From an optimization exercise on the open Yosys and OpenROAD flow, aimed at small area, a short achievable clock period and few clock cycles; shortcuts taken in it are not production practice.
RTL that was checked went through simulation tests only; none was proved equivalent to the original.
Power is estimated from default activity; no workload was simulated.

== old ==
## conv_engine_array
module conv_engine_array #(
    parameter int ROWS    = 4,
    parameter int COLS    = 4,
    parameter int SCALE_Q = 16
) (
    input  logic        clk,
    input  logic        rst_n,
    input  logic        start,
    input  logic [10:0] c_in,
    input  logic [10:0] c_out,
    input  logic [3:0]  kernel_size,
    output logic [12:0] patch_rd_addr,
    input  logic [COLS*8-1:0] patch_rd_data_wide,
    output logic [21:0] weight_rd_addr,
    input  logic [COLS*8-1:0] weight_rd_data_wide,
    output logic [8:0]  bias_rd_ch,
    input  logic signed [31:0] bias_rd_data,
    input  logic [15:0] scale,
    input  logic        skip_relu,
    output logic        out_valid,
    output logic [8:0]  out_ch_base,
    output logic [5:0]  out_count,
    output wire  [ROWS*8-1:0] out_data_flat,
    output wire  [ROWS*32-1:0] out_int32_flat,
    output logic        done
);
    logic [8:0]  cin_q;
    logic        k3_q;
    logic [8:0]  coutm1_q;       
    logic [15:0] scale_q;
    logic        skip_q;
    logic [10:0] lastq_q;        
    logic [1:0]  rlast_q;        
    wire  [13:0] nm1 = (k3_q ? ({cin_q, 3'b000} + {5'd0, cin_q}) : {5'd0, cin_q}) - 14'd1;
    always_ff @(posedge clk) begin
        cin_q    <= c_in[8:0];
        k3_q     <= (kernel_size == 4'd3);
        coutm1_q <= c_out[8:0] - 9'd1;
        scale_q  <= scale;
        skip_q   <= skip_relu;
        lastq_q  <= nm1[12:2];
  ...
clock: 13.5 ns
lec_check: 0
cap_margin: 20
core_margin: 2
core_utilization: 35
place_density: 0.6
slew_margin: 20
standard.sh (not shown) runs the stock make flow with config.mk's settings and CLKGATE_MAP_FILE= SYNTH_SCRIPT=/design/flow/synth_recipe.tcl, a recipe that flattens the netlist after the stock synthesis.
==> flow/flow/run.sh <==
#!/bin/bash
# The standard layout (standard.sh: unchanged synthesis, floorplan, place,
# CTS, route), with repair_timing asked for extra setup slack so that the
# achieved period is pushed below the constraint.
set -euo pipefail
bash standard.sh SETUP_SLACK_MARGIN=9 finish > standard_flow.log 2>&1
Changes in new relative to old:
- SETUP_SLACK_MARGIN now 5, previously not set
==> flow/run.sh (new file) <==
#!/bin/bash
# synth_recipe.tcl (not shown) runs the flow's synth.tcl, then flattens the netlist and writes it again
# the make line also repeats each setting of config.mk as NAME=value (left out here)
make -C /OpenROAD-flow-scripts/flow DESIGN_CONFIG=/design/flow/config.mk WORK_HOME=/design/flow/orfs CLKGATE_MAP_FILE= SYNTH_SCRIPT=/design/flow/synth_recipe.tcl finish
removed: flow/flow/run.sh
removed: flow/standard.sh
new: flow completed, timing, DRC and antenna clean
[diff] final critical-path required period, new relative to old: regression
NOTE: non-clock buffer count in new falls short of that of old
Comparing old with new, the clock edge transition at the registers on the reported setup and hold paths came out essentially unchanged.
Comparing new and old, the higher cell-internal power was measured on old.
Delta (new minus old): wire length of the first global-routing pass -about 3.5%; clock share of power -1.2 points; total wirelength of the detailed-routed design -3000 µm.
No run of this note included a check of the RTL's function; only the layout flow was run.

Another version of the RTL of conv_engine_array (not shown whole).
For scale: about 2,900 cells after synthesis, about 540 flip-flops, ~360 I/O pins, ~0.031 mm² of cells after synthesis.
==> flow/config.mk <==
export PLATFORM = sky130hd
export DESIGN_NAME = conv_engine_array
export DESIGN_NICKNAME = conv_engine_array
export VERILOG_FILES = /design/flow/design.v
export SDC_FILE = /design/flow/constraint.sdc
export NUM_CORES = 4
export LEC_CHECK = 0
export CAP_MARGIN = 20
export CORE_MARGIN = 2
export CORE_UTILIZATION = 42
export PLACE_DENSITY = 0.6
export SLEW_MARGIN = 20
==> flow/constraint.sdc <==
create_clock -name core_clock -period 13.5 [get_ports {clk}]
set_input_delay 2.7000 -clock core_clock [delete_from_list [all_inputs] [get_ports {clk}]]
set_output_delay 2.7000 -clock core_clock [all_outputs]
set_load 0.01 [all_outputs]
==> flow/flow/run.sh <==
#!/bin/bash
# The standard layout (standard.sh: unchanged synthesis, floorplan, place,
# CTS, route) with these changes to how it is made:
#  - repair_timing is asked for extra setup slack, so that the achieved period
#    is pushed below the constraint;
#  - the port buffers that buffer_ports inserts are plain buffers (buf_1,
#    which repair may upsize) rather than the delay cells it picks by default;
#  - CTS inserts no dummy load cells and clusters up to 30 sinks per leaf buffer.
set -euo pipefail
bash standard.sh SETUP_SLACK_MARGIN=9.5 \
  "BUFFER_PORTS_ARGS=-buffer_cell sky130_fd_sc_hd__buf_1" \
  "CTS_ARGS=-sink_clustering_enable -repair_clock_nets -dont_use_dummy_load -sink_clustering_size 30 -sink_clustering_max_diameter 80" \
  finish > standard_flow.log 2>&1
Testbench counts at the start, summed over its fixed seeds: cycles 14,476.
Edit:
--- a/flow/config.mk
+++ b/flow/config.mk
@@ -8,5 +8,5 @@
 export CAP_MARGIN = 20
 export CORE_MARGIN = 2
-export CORE_UTILIZATION = 42
+export CORE_UTILIZATION = 35
 export PLACE_DENSITY = 0.6
 export SLEW_MARGIN = 20
The new run completed without violations.
Routed wire length fell slightly.
Worst setup slack gets better by 0.051 ns.
Sequential power is about the same.
Area after synthesis is unchanged.
Maximum frequency rose slightly.
Cell count rises by a few percent.
Edit:
--- a/flow/config.mk
+++ b/flow/config.mk
@@ -8,5 +8,5 @@
 export CAP_MARGIN = 20
 export CORE_MARGIN = 2
-export CORE_UTILIZATION = 35
+export CORE_UTILIZATION = 30
 export PLACE_DENSITY = 0.6
 export SLEW_MARGIN = 20
Outcome: Combinational power is about the same. Global-route usage is lower by 1.5 points. Setup slack gets worse by 0.052 ns. Maximum frequency is lower by 1.3%. Routed wire length is higher by 5.0%. Worst hold slack gets worse by 0.016 ns.
Edit:
--- a/flow/flow/run.sh
+++ b/flow/flow/run.sh
@@ -8,5 +8,5 @@
 #  - CTS inserts no dummy load cells and clusters up to 30 sinks per leaf buffer.
 set -euo pipefail
-bash standard.sh SETUP_SLACK_MARGIN=9.5 \
+bash standard.sh SETUP_SLACK_MARGIN=9.6 \
   "BUFFER_PORTS_ARGS=-buffer_cell sky130_fd_sc_hd__buf_1" \
   "CTS_ARGS=-sink_clustering_enable -repair_clock_nets -dont_use_dummy_load -sink_clustering_size 30 -sink_clustering_max_diameter 80" \
--- a/flow/config.mk
+++ b/flow/config.mk
@@ -8,5 +8,5 @@
 export CAP_MARGIN = 20
 export CORE_MARGIN = 2
-export CORE_UTILIZATION = 30
+export CORE_UTILIZATION = 35
 export PLACE_DENSITY = 0.6
 export SLEW_MARGIN = 20
Result: Cell count shrinks by 4.1%; routed wire length falls by about 0.33%; cell area increases by 0.42%; area after synthesis is unchanged; via count stays flat; worst hold slack barely changes; setup slack improves by 0.010 ns; sequential share of layout area hardly moves; clock power hardly moves; sequential power hardly moves.

Another version of the RTL of conv_engine_array (not shown whole).
Size in the first run: about 2,900 cells after synthesis, about 360 I/O pins.
Design conv_engine_array, start of the top module:
module conv_engine_array #(
    parameter int ROWS    = 4,
    parameter int COLS    = 4,
    parameter int SCALE_Q = 16
) (
    input  logic        clk,
    input  logic        rst_n,
    input  logic        start,
    input  logic [10:0] c_in,
    input  logic [10:0] c_out,
    input  logic [3:0]  kernel_size,
    output logic [12:0] patch_rd_addr,
    input  logic [COLS*8-1:0] patch_rd_data_wide,
    output logic [21:0] weight_rd_addr,
    input  logic [COLS*8-1:0] weight_rd_data_wide,
    output logic [8:0]  bias_rd_ch,
    input  logic signed [31:0] bias_rd_data,
    input  logic [15:0] scale,
    input  logic        skip_relu,
    output logic        out_valid,
    output logic [8:0]  out_ch_base,
    output logic [5:0]  out_count,
    output wire  [ROWS*8-1:0] out_data_flat,
    output wire  [ROWS*32-1:0] out_int32_flat,
    output logic        done
);
Settings: LEC_CHECK=0, CAP_MARGIN=20, CORE_MARGIN=2, CORE_UTILIZATION=35, PLACE_DENSITY=0.6, SLEW_MARGIN=20; clock period 13.5 ns.
==> flow/flow/run.sh <==
#!/bin/bash
# The standard layout (standard.sh: unchanged synthesis, floorplan, place,
# CTS, route) with these changes to how it is made:
#  - repair_timing is asked for extra setup slack, so that the achieved period
#    is pushed below the constraint;
#  - the port buffers that buffer_ports inserts are plain buffers (buf_1,
#    which repair may upsize) rather than the delay cells it picks by default;
#  - CTS inserts no dummy load cells and clusters up to 30 sinks per leaf buffer.
set -euo pipefail
bash standard.sh SETUP_SLACK_MARGIN=9.5 \
  "BUFFER_PORTS_ARGS=-buffer_cell sky130_fd_sc_hd__buf_1" \
  "CTS_ARGS=-sink_clustering_enable -repair_clock_nets -dont_use_dummy_load -sink_clustering_size 30 -sink_clustering_max_diameter 80 -buf_list {sky130_fd_sc_hd__clkbuf_8 sky130_fd_sc_hd__clkbuf_16}" \
  finish > standard_flow.log 2>&1
Testbench counts at the start, summed over its fixed seeds: cycles 14,425.
Then changed:
==> flow/flow/run.sh (replaced) <==
#!/bin/bash
# The standard layout (standard.sh: unchanged synthesis, floorplan, place,
# CTS, route) with two changes to how it is made:
#  - repair_timing is asked for extra setup slack, so that the achieved period
#    is pushed below the constraint;
#  - the port buffers that buffer_ports inserts are plain buffers (buf_1,
#    which repair may upsize) rather than the delay cells it picks by default.
set -euo pipefail
bash standard.sh SETUP_SLACK_MARGIN=9.7 \
  "BUFFER_PORTS_ARGS=-buffer_cell sky130_fd_sc_hd__buf_1" finish > standard_flow.log 2>&1
Outcome: The changed run finished with timing, DRC and antenna clean. Clock skew went down by 89 ps. Via count rose by 3.8%. Flip-flop and latch count does not change. Cell area increases by 8.7%. Wire length came out higher by 3.6%. Total power increases by 15%. Worst setup slack improved by 38 ps. Register-to-register slack got worse by 30 ps. Die area stays the same. Utilization climbs by 3.5 points. Final cell count is higher by 3.7%.
Then changed:
==> flow/flow/run.sh (replaced) <==
#!/bin/bash
# The standard layout (standard.sh: unchanged synthesis, floorplan, place,
# CTS, route) with these changes to how it is made:
#  - repair_timing is asked for extra setup slack, so that the achieved period
#    is pushed below the constraint;
#  - the port buffers that buffer_ports inserts are plain buffers (buf_1,
#    which repair may upsize) rather than the delay cells it picks by default;
#  - CTS inserts no dummy load cells.
set -euo pipefail
bash standard.sh SETUP_SLACK_MARGIN=9.5 \
  "BUFFER_PORTS_ARGS=-buffer_cell sky130_fd_sc_hd__buf_1" \
  "CTS_ARGS=-sink_clustering_enable -repair_clock_nets -dont_use_dummy_load" \
  finish > standard_flow.log 2>&1
Final area shrinks by about 6%. Total power shrinks by 7.9%. Worst setup slack got worse by 57 ps. Clock power shrinks by 22%. Die area does not change. Register-to-register slack stays flat.
Then changed:
==> flow/flow/run.sh (replaced) <==
#!/bin/bash
# The standard layout (standard.sh: unchanged synthesis, floorplan, place,
# CTS, route) with two changes to how it is made:
#  - repair_timing is asked for extra setup slack, so that the achieved period
#    is pushed below the constraint;
#  - the port buffers that buffer_ports inserts are plain buffers (buf_1,
#    which repair may upsize) rather than the delay cells it picks by default.
set -euo pipefail
bash standard.sh SETUP_SLACK_MARGIN=9.7 \
  "BUFFER_PORTS_ARGS=-buffer_cell sky130_fd_sc_hd__buf_1" finish > standard_flow.log 2>&1
Settings changed: CTS_BUF_LIST set to sky130_fd_sc_hd__clkbuf_4 sky130_fd_sc_hd__clkbuf_8.
Outcome:
- sequential cell count stays the same
- hold slack is worse by 12 ps
- worst setup slack is worse by 77 ps

## separate check: timing with driven ports
The results above use ideal ports. As a check the final layouts listed here were re-extracted and re-timed, cells and wires unchanged.
Step 1 assumes that a clkbuf_16 drives the clock port and a buf_2 every other input.
Step 2 times the ports against the registers' clock, not the clock port: input delays grow and output delays shrink by t, the midpoint of the rising clock arrivals with the driver on.
Slacks: ideal / step 1 / step 2; pairs: ideal / step 1.
run	shift t [ns]	setup WS [ns]	worst setup path at the end	latest minus earliest clock arrival (ns)	worst slew at a driven data input, ns
old	0.699	8.712 / 8.712 / 8.712	register to register	0.034 / 0.035	0.08
new	0.675	6.967 / 6.967 / 6.967	register to register	0.043 / 0.043	0.08
the first run of note 2	0.672	9.448 / 9.383 / 9.364	input to register	0.110 / 0.110	0.08
the second run of note 2	0.623	9.500 / 9.437 / 9.361	input to register	0.083 / 0.083	0.09
the third run of note 2	0.644	9.448 / 9.385 / 9.397	input to register	0.110 / 0.110	0.12
the fourth run of note 2	0.627	9.459 / 9.459 / 9.447	input to register	0.076 / 0.075	0.09
the first run of note 3	0.640	9.564 / 9.502 / 9.395	input to register	0.118 / 0.117	0.10
the second run of note 3	0.681	9.601 / 9.544 / 9.329	input to register	0.031 / 0.030	0.12
the third run of note 3	0.661	9.544 / 9.482 / 9.398	input to register	0.088 / 0.088	0.12
the fourth run of note 3	0.809	9.467 / 9.404 / 9.393	input to register	0.090 / 0.090	0.12
After both steps every run listed still meets setup and hold. The setup slack of the second run of note 3, which loses most, moves by -0.057 ns with the drivers and by -0.272 ns with both steps.
